This is an optimization exercise on Yosys and OpenROAD, whose aim is a short achievable clock period and few clock cycles, not a production implementation. The RTL was checked by simulation tests, not by an equivalence proof against the original design. No activity file was given, so power comes from the tool's default toggle rates.

--- design/flow/run.sh ---
#!/bin/bash
# synth_recipe.tcl (not shown) runs the flow's synth.tcl, then flattens the netlist and writes it again
# the make line also repeats each setting of config.mk as NAME=value (left out here)
make -C /OpenROAD-flow-scripts/flow DESIGN_CONFIG=/design/flow/config.mk WORK_HOME=/design/flow/orfs CLKGATE_MAP_FILE= SYNTH_SCRIPT=/design/flow/synth_recipe.tcl finish
--- design/flow/config.mk ---
export PLATFORM = sky130hd
export DESIGN_NAME = riscv_forwarding_pipeline
export DESIGN_NICKNAME = riscv_forwarding_pipeline
export VERILOG_FILES = /design/flow/design.v
export SDC_FILE = /design/flow/constraint.sdc
export NUM_CORES = 4
export LEC_CHECK = 0
export CAP_MARGIN = 20
export CORE_MARGIN = 2
export CORE_UTILIZATION = 40
export SLEW_MARGIN = 20
--- design/flow/constraint.sdc ---
create_clock -name core_clock -period 7.0 [get_ports {clk}]
set_input_delay 1.4000 -clock core_clock [delete_from_list [all_inputs] [get_ports {clk}]]
set_output_delay 1.4000 -clock core_clock [all_outputs]
set_load 0.01 [all_outputs]
--- design/flow/design.v ---
localparam[3:0] ALUOP_AND = 4'b0000;
localparam[3:0] ALUOP_OR = 4'b0001;
localparam[3:0] ALUOP_ADD = 4'b0010;
localparam[3:0] ALUOP_SUB = 4'b0011;
localparam[3:0] ALUOP_LT = 4'b0111;
localparam[3:0] ALUOP_XOR = 4'b1101;
`timescale 1 ns / 1 ps 
module alu(op1, op2, alu_op, result);
    input [31:0] op1, op2;
    input [3:0] alu_op;
    output [31:0] result;
localparam[3:0] ALUOP_AND = 4'b0000;
localparam[3:0] ALUOP_OR = 4'b0001;
localparam[3:0] ALUOP_ADD = 4'b0010;
localparam[3:0] ALUOP_SUB = 4'b0011;
localparam[3:0] ALUOP_LT = 4'b0111;
localparam[3:0] ALUOP_XOR = 4'b1101;
    logic [31:0] math;
    always_comb begin
        math = op1 + op2;
        case (alu_op)
            ALUOP_AND: 
                math = op1 & op2;
            ALUOP_OR: 
                math = op1 | op2;
            ALUOP_SUB: 
                math = op1 - op2;
            ALUOP_LT: 
                math = $signed(op1) < $signed(op2);
            ALUOP_XOR: 
                math = op1 ^ op2;
            default: 
                math = op1 + op2;
        endcase
    end
    assign result = math;
endmodule
`timescale 1 ns / 1 ps 
module regfile(clk, regAddrA, regAddrB, regAddrWrite, regWriteData, regWrite, regReadDataA, regReadDataB);
    input clk, regWrite;
    input [4:0] regAddrA, regAddrB, regAddrWrite;
    input [31:0] regWriteData;
    output logic [31:0] regReadDataA, regReadDataB;
    localparam regZero = 5'b00000;
    logic [31:0] register[31:0];
    always_ff@(posedge clk) begin
        regReadDataA <= (regAddrA == regZero) ? 32'h0 : register[regAddrA];
        regReadDataB <= (regAddrB == regZero) ? 32'h0 : register[regAddrB];
        if(regWrite && !(regAddrWrite == regZero)) begin
            register[regAddrWrite] <= regWriteData;
            if (regAddrA == regAddrWrite)
                regReadDataA <= regWriteData;
            if (regAddrB == regAddrWrite)
                regReadDataB <= regWriteData;
        end
    end
endmodule
`timescale 1 ns / 1 ps 
module riscv_forwarding_pipeline #(parameter INITIAL_PC = 32'h00400000)
(clk, rst, instruction, dReadData, PC, iMemRead, dAddress, dWriteData, MemRead, MemWrite);
    input wire logic clk, rst;
    input wire logic [31:0] instruction, dReadData;
    output logic iMemRead, MemRead, MemWrite;
    output logic [31:0] PC, dAddress, dWriteData;
localparam[3:0] ALUOP_AND = 4'b0000;
localparam[3:0] ALUOP_OR = 4'b0001;
localparam[3:0] ALUOP_ADD = 4'b0010;
localparam[3:0] ALUOP_SUB = 4'b0011;
localparam[3:0] ALUOP_LT = 4'b0111;
localparam[3:0] ALUOP_XOR = 4'b1101;
    localparam [31:0] PC_INIT = 32'h00400000;
    localparam [19:0] IMM_ONES = 20'hfffff;
    localparam [19:0] IMM_ZEROS = 20'h00000;
    localparam ZERO_HI = 1'b1;
    localparam ZERO_LOW = 1'b0;
    localparam LOAD_PC_HIGH = 1'b1;
    localparam [6:0] BRANCH_OPCODE = 7'b1100011;
    localparam [6:0] R_TYPE_OPCODE = 7'b0110011;
    localparam [6:0] LOAD_OPCODE = 7'b0000011;
    localparam [6:0] IMM_OPCODE = 7'b0010011;
    localparam [6:0] STORE_OPCODE = 7'b0100011;
    localparam[3:0] FUNC3_AND = 3'b111;
    localparam[3:0] FUNC3_OR = 3'b110;
    localparam[3:0] FUNC3_ADD = 3'b000;
    localparam[3:0] FUNC3_LT = 3'b010;
    localparam[3:0] FUNC3_XOR = 3'b100;
    localparam[6:0] FUNC7_SUB = 7'b0100000;
    localparam[6:0] FUNC7_ADD = 7'b0000000;
    localparam[31:0] NOP_INSTRUCTION = 32'h00000013;
    localparam [4:0] REG_ZERO = 5'b00000;
    logic [31:0] if_PC;
    logic [31:0] id_PC;
    logic [6:0] id_opCode, id_func7;
    logic [2:0] id_func3;
    logic [31:0] id_s_imm_data, id_i_imm_data, id_imm_data, id_branch_offset;
    logic [3:0] id_ALUCtrl;
    logic id_s_type, id_branch, id_ALUSrc, id_MemWrite, id_MemRead, id_RegWrite, id_MemtoReg;
    logic [4:0] id_regWriteAddr, id_rs1, id_rs2;
    logic [31:0] ex_PC, ex_imm_data, ex_op2, ex_op1, ex_op2_forwarding, ex_result;
    logic [3:0] ex_ALUCtrl;
    logic [31:0] ex_regReadDataA, ex_regReadDataB, ex_branch_target, ex_branch_offset;
    logic ex_Zero, ex_branch, ex_ALUSrc, ex_MemWrite, ex_MemRead, ex_RegWrite, ex_MemtoReg;
    logic [4:0] ex_regWriteAddr, ex_rs1, ex_rs2;
    logic [31:0] mem_PC, mem_result;
    logic mem_PCSrc, mem_MemWrite, mem_MemRead;
    logic [31:0] mem_branch_target, mem_regReadDataB, mem_dWriteData, mem_dAddress, mem_op2_forwarding;
    logic mem_Zero, mem_branch, mem_RegWrite, mem_MemtoReg;    
    logic [4:0] mem_regWriteAddr;
    logic [31:0] wb_PC;
    logic wb_MemtoReg, wb_RegWrite, wb_Zero, wb_branch;
    logic [31:0] wb_regWriteData, wb_result;
    logic [4:0] wb_regWriteAddr;
    logic load_use_hazard, branch_mem_taken, branch_wb_taken;
    always_ff@(posedge clk) begin
        if (rst)
            if_PC <= INITIAL_PC;
        else if (load_use_hazard)
            if_PC <= if_PC;
        else if (mem_PCSrc)
            if_PC <= mem_branch_target; 
        else
            if_PC <= if_PC + 4;  
    end
    always_ff@(posedge clk) begin
        if(rst)
            id_PC <= PC_INIT;
        else if (load_use_hazard)
            id_PC <= id_PC;
        else
            id_PC <= if_PC;
    end 
    assign iMemRead = !load_use_hazard;
    assign id_opCode = instruction[6:0];
    assign id_func3 = instruction[14:12];
    assign id_func7 = instruction[31:25];    
    assign id_rs1 = instruction[19:15];
    assign id_rs2 = instruction[24:20];
    assign id_MemRead = (id_opCode == LOAD_OPCODE);
    assign id_MemWrite = (id_opCode == STORE_OPCODE);
    assign id_branch = (id_opCode == BRANCH_OPCODE);
    assign id_MemtoReg = (id_opCode == LOAD_OPCODE);
    assign id_RegWrite = ((id_opCode == R_TYPE_OPCODE) || (id_opCode == LOAD_OPCODE) || (id_opCode == IMM_OPCODE));
    assign id_ALUSrc = ((id_opCode == R_TYPE_OPCODE) || (id_opCode == BRANCH_OPCODE))?1'b0:1'b1;
    always_comb begin
        case (id_func3)
                FUNC3_AND: begin
                    id_ALUCtrl = ALUOP_AND;
            end FUNC3_OR: begin
                    id_ALUCtrl = ALUOP_OR;
            end FUNC3_ADD: begin 
                    if ((id_func7 == FUNC7_SUB) && (id_opCode == R_TYPE_OPCODE))
                        id_ALUCtrl = ALUOP_SUB;
                    else 
                        id_ALUCtrl = ALUOP_ADD;
            end FUNC3_LT: begin
                    id_ALUCtrl = ALUOP_LT;
            end FUNC3_XOR: begin
                    id_ALUCtrl = ALUOP_XOR;
            end default: begin
                    id_ALUCtrl = ALUOP_ADD;
            end
        endcase
        if (id_opCode == BRANCH_OPCODE)
          id_ALUCtrl = ALUOP_SUB;
        if ((id_opCode == LOAD_OPCODE) || (id_opCode == STORE_OPCODE))
          id_ALUCtrl = ALUOP_ADD;    
        id_regWriteAddr = instruction[11:7];   
    end
    assign id_i_imm_data[11:0] = instruction[31:20];
    assign id_i_imm_data[31:12] = id_i_imm_data[11]?IMM_ONES:IMM_ZEROS;
    assign id_s_imm_data[4:0] = instruction[11:7];
    assign id_s_imm_data[11:5] = instruction[31:25];
    assign id_s_imm_data[31:12] = id_s_imm_data[11]?IMM_ONES:IMM_ZEROS;
    assign id_s_type = (instruction[7:0] == STORE_OPCODE)?1'b1:1'b0;
    assign id_imm_data = id_s_type?id_s_imm_data:id_i_imm_data;
    assign id_branch_offset[0] = ZERO_LOW;
    assign id_branch_offset[4:1] = instruction[11:8];
    assign id_branch_offset[10:5] = instruction[30:25];
    assign id_branch_offset[11] = instruction[7]; 
    assign id_branch_offset[12] = instruction[31];
    assign id_branch_offset[31:13] = id_branch_offset[12]?19'b1111111111111111111:19'b0000000000000000000;
    regfile my_regfile(.clk(clk), .regAddrA(instruction[19:15]), .regAddrB(instruction[24:20]), .regAddrWrite(wb_regWriteAddr),
                        .regWriteData(wb_regWriteData), .regWrite(wb_RegWrite), .regReadDataA(ex_regReadDataA), .regReadDataB(ex_regReadDataB));
    always_ff@(posedge clk) begin
        if (rst || load_use_hazard || branch_mem_taken || branch_wb_taken) begin 
            ex_PC <= PC_INIT; 
            ex_ALUSrc <= 1'b0;
            ex_RegWrite <= 0;
            ex_MemtoReg <= 0;
            ex_ALUCtrl <= ALUOP_ADD;
            ex_MemRead <= 0;
            ex_MemWrite <= 0;
            ex_branch <= 0;
            ex_branch_offset <= 0;
            ex_regWriteAddr <= 0;
            ex_imm_data <= 0;
            ex_rs1 <= 0;
            ex_rs2 <= 0;
        end
        else begin
            ex_PC <= id_PC;
            ex_ALUCtrl <= id_ALUCtrl;
            ex_imm_data <= id_imm_data;
            ex_ALUSrc <= id_ALUSrc;
            ex_MemWrite <= id_MemWrite;
            ex_MemRead <= id_MemRead;
            ex_RegWrite <= id_RegWrite;
            ex_MemtoReg <= id_MemtoReg;
            ex_regWriteAddr <= id_regWriteAddr;
            ex_branch_offset <= id_branch_offset;
            ex_branch <= id_branch;
            ex_rs1 <= id_rs1;
            ex_rs2 <= id_rs2;
        end
    end
    always_comb begin
        ex_op1 = ex_regReadDataA;
        ex_op2_forwarding = ex_regReadDataB;
        ex_op2 = ex_op2_forwarding;
        if(!(ex_rs1 == REG_ZERO)) begin
            if ((mem_regWriteAddr == ex_rs1) && mem_RegWrite)
                ex_op1 = mem_result;
            else if ((wb_regWriteAddr == ex_rs1) && wb_RegWrite)
                ex_op1 = wb_regWriteData;   
        end
        if(!(ex_rs2 == REG_ZERO)) begin
            if ((mem_regWriteAddr == ex_rs2) && mem_RegWrite)
                ex_op2_forwarding = mem_result;
            else if ((wb_regWriteAddr == ex_rs2) && wb_RegWrite)
                ex_op2_forwarding = wb_regWriteData;  
        end
        if(ex_ALUSrc)
            ex_op2 = ex_imm_data;
        else 
            ex_op2 = ex_op2_forwarding;
    end
    alu my_alu(.op1(ex_op1), .op2(ex_op2), .alu_op(ex_ALUCtrl), .result(ex_result));
    assign ex_Zero = ex_result?1'b0:1'b1;
    assign ex_branch_target = ex_PC + $signed(ex_branch_offset);
    always_ff@(posedge clk) begin
        if (rst || branch_mem_taken || branch_wb_taken) begin
            mem_PC <= PC_INIT;
            mem_result <= 0;
            mem_Zero <= 0;
            mem_branch <= 0;
            mem_branch_target <= 0;
            mem_MemWrite <= 0;
            mem_MemRead <= 0;
            mem_MemtoReg <= 0;
            mem_RegWrite <= 0;
            mem_regWriteAddr <= 0;
            mem_regReadDataB <= 0;
        end
        else begin 
            mem_PC <= ex_PC;
            mem_result <= ex_result;
            mem_Zero <= ex_Zero;
            mem_branch <= ex_branch;
            mem_branch_target <= ex_branch_target;
            mem_MemWrite <= ex_MemWrite;
            mem_MemRead <= ex_MemRead;
            mem_MemtoReg <= ex_MemtoReg;
            mem_RegWrite <= ex_RegWrite;
            mem_regWriteAddr <= ex_regWriteAddr;
            mem_regReadDataB <= ex_regReadDataB;
            mem_op2_forwarding <= ex_op2_forwarding;
        end
    end
    assign mem_PCSrc = (mem_Zero && mem_branch);
    assign branch_mem_taken = (mem_Zero && mem_branch);
    assign mem_dWriteData = mem_op2_forwarding;
    assign mem_dAddress = mem_result;
    assign MemRead = mem_MemRead;
    assign MemWrite = mem_MemWrite;
    always_ff@(posedge clk) begin
        if(rst || branch_wb_taken) begin
            wb_PC <= PC_INIT;
            wb_result <= 0;
            wb_MemtoReg <= 0;
            wb_RegWrite <= 0;
            wb_regWriteAddr <= 0;
            wb_Zero <= 0;
            wb_branch <= 0;
        end
        else begin
            wb_PC <= mem_PC;
            wb_result <= mem_result;
            wb_MemtoReg <= mem_MemtoReg;
            wb_RegWrite <= mem_RegWrite;
            wb_regWriteAddr <= mem_regWriteAddr;
            wb_Zero <= mem_Zero;
            wb_branch <= mem_branch;
        end
    end
    assign wb_regWriteData = wb_MemtoReg?dReadData:wb_result;
    assign branch_wb_taken = (wb_Zero && wb_branch);
    assign PC = if_PC;  
    assign dWriteData = mem_dWriteData;  
    assign dAddress = mem_dAddress;
    assign load_use_hazard = (ex_MemRead && ((ex_regWriteAddr == id_rs1) || (ex_regWriteAddr == id_rs2)) && !(mem_Zero && mem_branch));
endmodule
==> summary.txt <==
## power groups by stage
| stage | registers, W | clock network (W) | logic (W) |
|---|---|---|---|
| after floorplan | 0.00935 | 0 | 0.00189 |
| after global placement | 0.00943 | 0 | 0.00301 |
| after detailed placement | 0.00943 | 0 | 0.00303 |
| after CTS | 0.00926 | 0.00777 | 0.00304 |
| after global routing | 0.00928 | 0.00807 | 0.00332 |
| final | 0.00926 | 0.00766 | 0.00310 |
## sequential cells by signal, indices dropped and copies added (netlist names), 12 cells and up
name and count:
ex_imm_data 12, wb_result 32, mem_result 32, my_regfile.regReadDataB 32, id_PC 32, mem_op2_forwarding 32
mem_branch_target 32, my_regfile.register 1024, if_PC 32, my_regfile.regReadDataA 32, ex_PC 32
## path summary, 6_finish.rpt
| kind | end | from |
|---|---|---|
| max | mem_Zero | wb_regWriteAddr[3] |
| min | if_PC[0] | mem_branch_target[0] |
| max reg2reg | mem_Zero | wb_regWriteAddr[3] |
| min reg2reg | if_PC[0] | mem_branch_target[0] |
## per-layer routing
metal / GRT usage [%] / vias to the layer above / share of wire [%]
li1: - / 21000 / -
met1: 34.9 / 25100 / 40
met2: 43.8 / 2394 / 47
met3: 5.08 / 493 / 8.7
met4: 10.4 / 0 / 4.0
met5: 0 / - / 0
## cell type report
cell class / count / area [um^2]
inverter: 152 / 571
multi-input combinational: 3486 / 28500
sequential: 1367 / 37900
clock buffer: 188 / 3900
antenna: 2 / 5.00
tap: 2218 / 2780
clock inverter: 72 / 743
fill: 15000 / 91700
timing repair buffer: 334 / 3170
## cell families after synthesis
| group | synth area share [%] |
|---|---|
| AO/OA/AOI/OAI | 13.5 |
| flip-flops | 55.7 |
| buffers and inverters | 3.04 |
| adder cells (fa/ha/maj) | 2.42 |
| XOR/XNOR | 1.20 |
| other | 0.00551 |
| multiplexers | 17.1 |
| AND/OR/NAND/NOR | 7.03 |
## layout by cell type (no fill, tap or decap), drive strengths merged, types with 129 or more instances in the layout
master	count
edfxtp	1056
mux2i	430
nor2	408
o21ai	366
a21oi	336
dfxtp	311
mux4	262
clkbuf	188
nand2	187
buf	181
inv	160
clkdlybuf4s50	153
a221oi	129
## tightest hold or removal path, cell delays in order, from the launching register on
cell and delay, ns:
dfxtp_1 0.30, nand2_1 0.05, a21oi_1 0.05
## per-stage QoR
step | power (W) | hold slack, ns | utilization, %
2_1_floorplan | 0.0112 | 0.415 | -
3_3_place_gp | 0.0124 | 0.421 | 43.1
3_5_place_dp | 0.0125 | 0.430 | 43.1
4_1_cts | 0.0201 | 0.444 | 45.8
5_1_grt | 0.0207 | 0.461 | 45.9
6_report | 0.0200 | 0.436 | 45.9
==> impl_metrics.ini <==
[floorplanning]
die-area_um2 = 173000
num_rows = 151
die_w_um = 416
die_h_um = 416
core_um2 = 169000
ioPinCount = 165
initial_core_util_pct = 40.2

[run]
drv_cap = 0

[global_routing]
grt.total_usage_pct = 26.7
grt_max_degree = 93
grt_overflow = 0
antenna_found_initial = 3
grt_pass1_vias = 48100
grt_pass1_wl_mm = 338

[synthesis]
yosysTopAreaCell = edfxtp_1
synth_top_cell_area_share_pct = 46.6
ys_types = 100
yosys_warnings = 3
synth.avg_cell_area_um2 = 12.7
synthMostInstantiatedCell = edfxtp_1
netlist_instances = 5354
ys_seq_elements = 1367
async_reset_ff_share_pct = 0
synth-edff-count = 1056
syn_area_um2 = 68100
synthTopCellsByCount = edfxtp_1 (1056), mux2i_1 (430), nor2_1 (407), o21ai_0 (361), a21oi_1 (333)
yosysSeqAreaShare_pct = 55.7
netlist_top_cells_area = edfxtp_1 (47%), dfxtp_1 (9.1%), mux4_2 (8.7%)
synth_ff_type = edfxtp_1

[clock_network]
clk_pin_slew_ns = 0.06
holdBufCountCts = 0
post_cts_buffers = 0
cts_resized = 0
cts_buffers = 142
h-tree-depth = 4
root_buffer = clkbuf_16
clk_path_buf_depth = 3
cts.sinks = 1367
clk_latency_ns = 0.80
cts_tree = built

[final_layout]
fin_nets = 5679
layoutNonFillerInstCount = 7819
drive_above_1_share_pct = 15.9
syn2layout_area_growth_pct = 14.1
design_area_um2 = 77600

[detailed_routing]
viasPerCell = 6.27
avgRoutedWirePerCell_um = 30.2
postRouteWirelength_mm = 236
vias = 49100
route.detailed.drc = 0
drtPass1Iterations = 8
drtAntennaViolNets = 0
drtIter0Drc = 4996

[sta]
hold_viol = 0
slew_violations = 0
slew_headroom_pct = 23.7
rsz0062_at_grt = false
period_share_pct = 90.0
tightest_slew_ns = 1.13
tns_ns = 0
setup_viol = 0
setup_slack_ns = 0.698
fmax_ghz = 0.159
min_period_ns = 6.30
fin_skew_ns = 0.0338

[placement]
placed_area_um2 = 73000
gp_congestion = 0.946
dp_slack_ns = 0.420
place_inst = 7556
place_hpwl_mm = 144
io_buffer_count = 164

[status]
status = no timing/DRC/antenna violations

[pwr]
ir_worst_vdd_uv = 211
p_leak_nw = 27.4
pwr-share-clk_pct = 38.3
power.switching_w = 0.00548
power.internal_w = 0.0145
seqPwrFrac_pct = 46.3
combinationalPowerShare_pct = 15.5
powerDensity_nw_per_um2 = 258
netSwitchingFraction_pct = 27.4

[setup_path]
r2r_setup_slack_ns = 0.70
max_stage_delay_ns = 0.69
crit_buf_inv = 2
crit_slowest_cell = ha_1
crit_path_start_kind = flop
cp.depth = 21
crit_fanout = 19
cp_top_family = simple AND/OR/NAND/NOR gates
worst-setup-path-type = reg -> reg
arrival_ns = 7.05
crit_required_ns = 7.75
crit_chain = xor2_1, nor4_1, nand3_1, or2_2, buf_4, nor2_1, a21oi_1, o21ai_0, o21ai_0, ha_1, inv_1, nand2b_1, a211oi_1, a211oi_1, o211ai_2, and2_4, a2111o_1, a22o_1, nor4_1, and4_1, and4_1
critPathCaptureType = flop
worst_r2r_path_depth = 21

[min_path]
min_path_type = reg -> reg
whs_path_depth = 2
Testbench counts, summed over its fixed seeds: cycles 287,081.

==> separate check: timing with driven ports <==
The flow's constraints put no driver on any port. The routed layout listed below was extracted and timed again, unchanged, in two steps. Step 1, drivers: a clkbuf_16 drives clk and a buf_2 each remaining input, both assumed. Step 2, shift: input delay + t, output delay - t, t = (earliest + latest rising clock arrival at the registers) / 2. This alone moves slack from input paths to output paths. Slacks: ideal ports / drivers / drivers and shift; pairs: ideal ports / drivers.
shift t [ns]: 0.873
slack for setup (ns): 0.698 / 0.698 / 0.304
hold slack, ns: 0.436 / 0.436 / 0.436
latest minus earliest clock arrival (ns): 0.035 / 0.035
pins driven straight from the clock port: 1
After both steps setup and hold are still met in this run. The setup slack of this run moves by 0.000 ns with the drivers and by -0.394 ns with both steps.
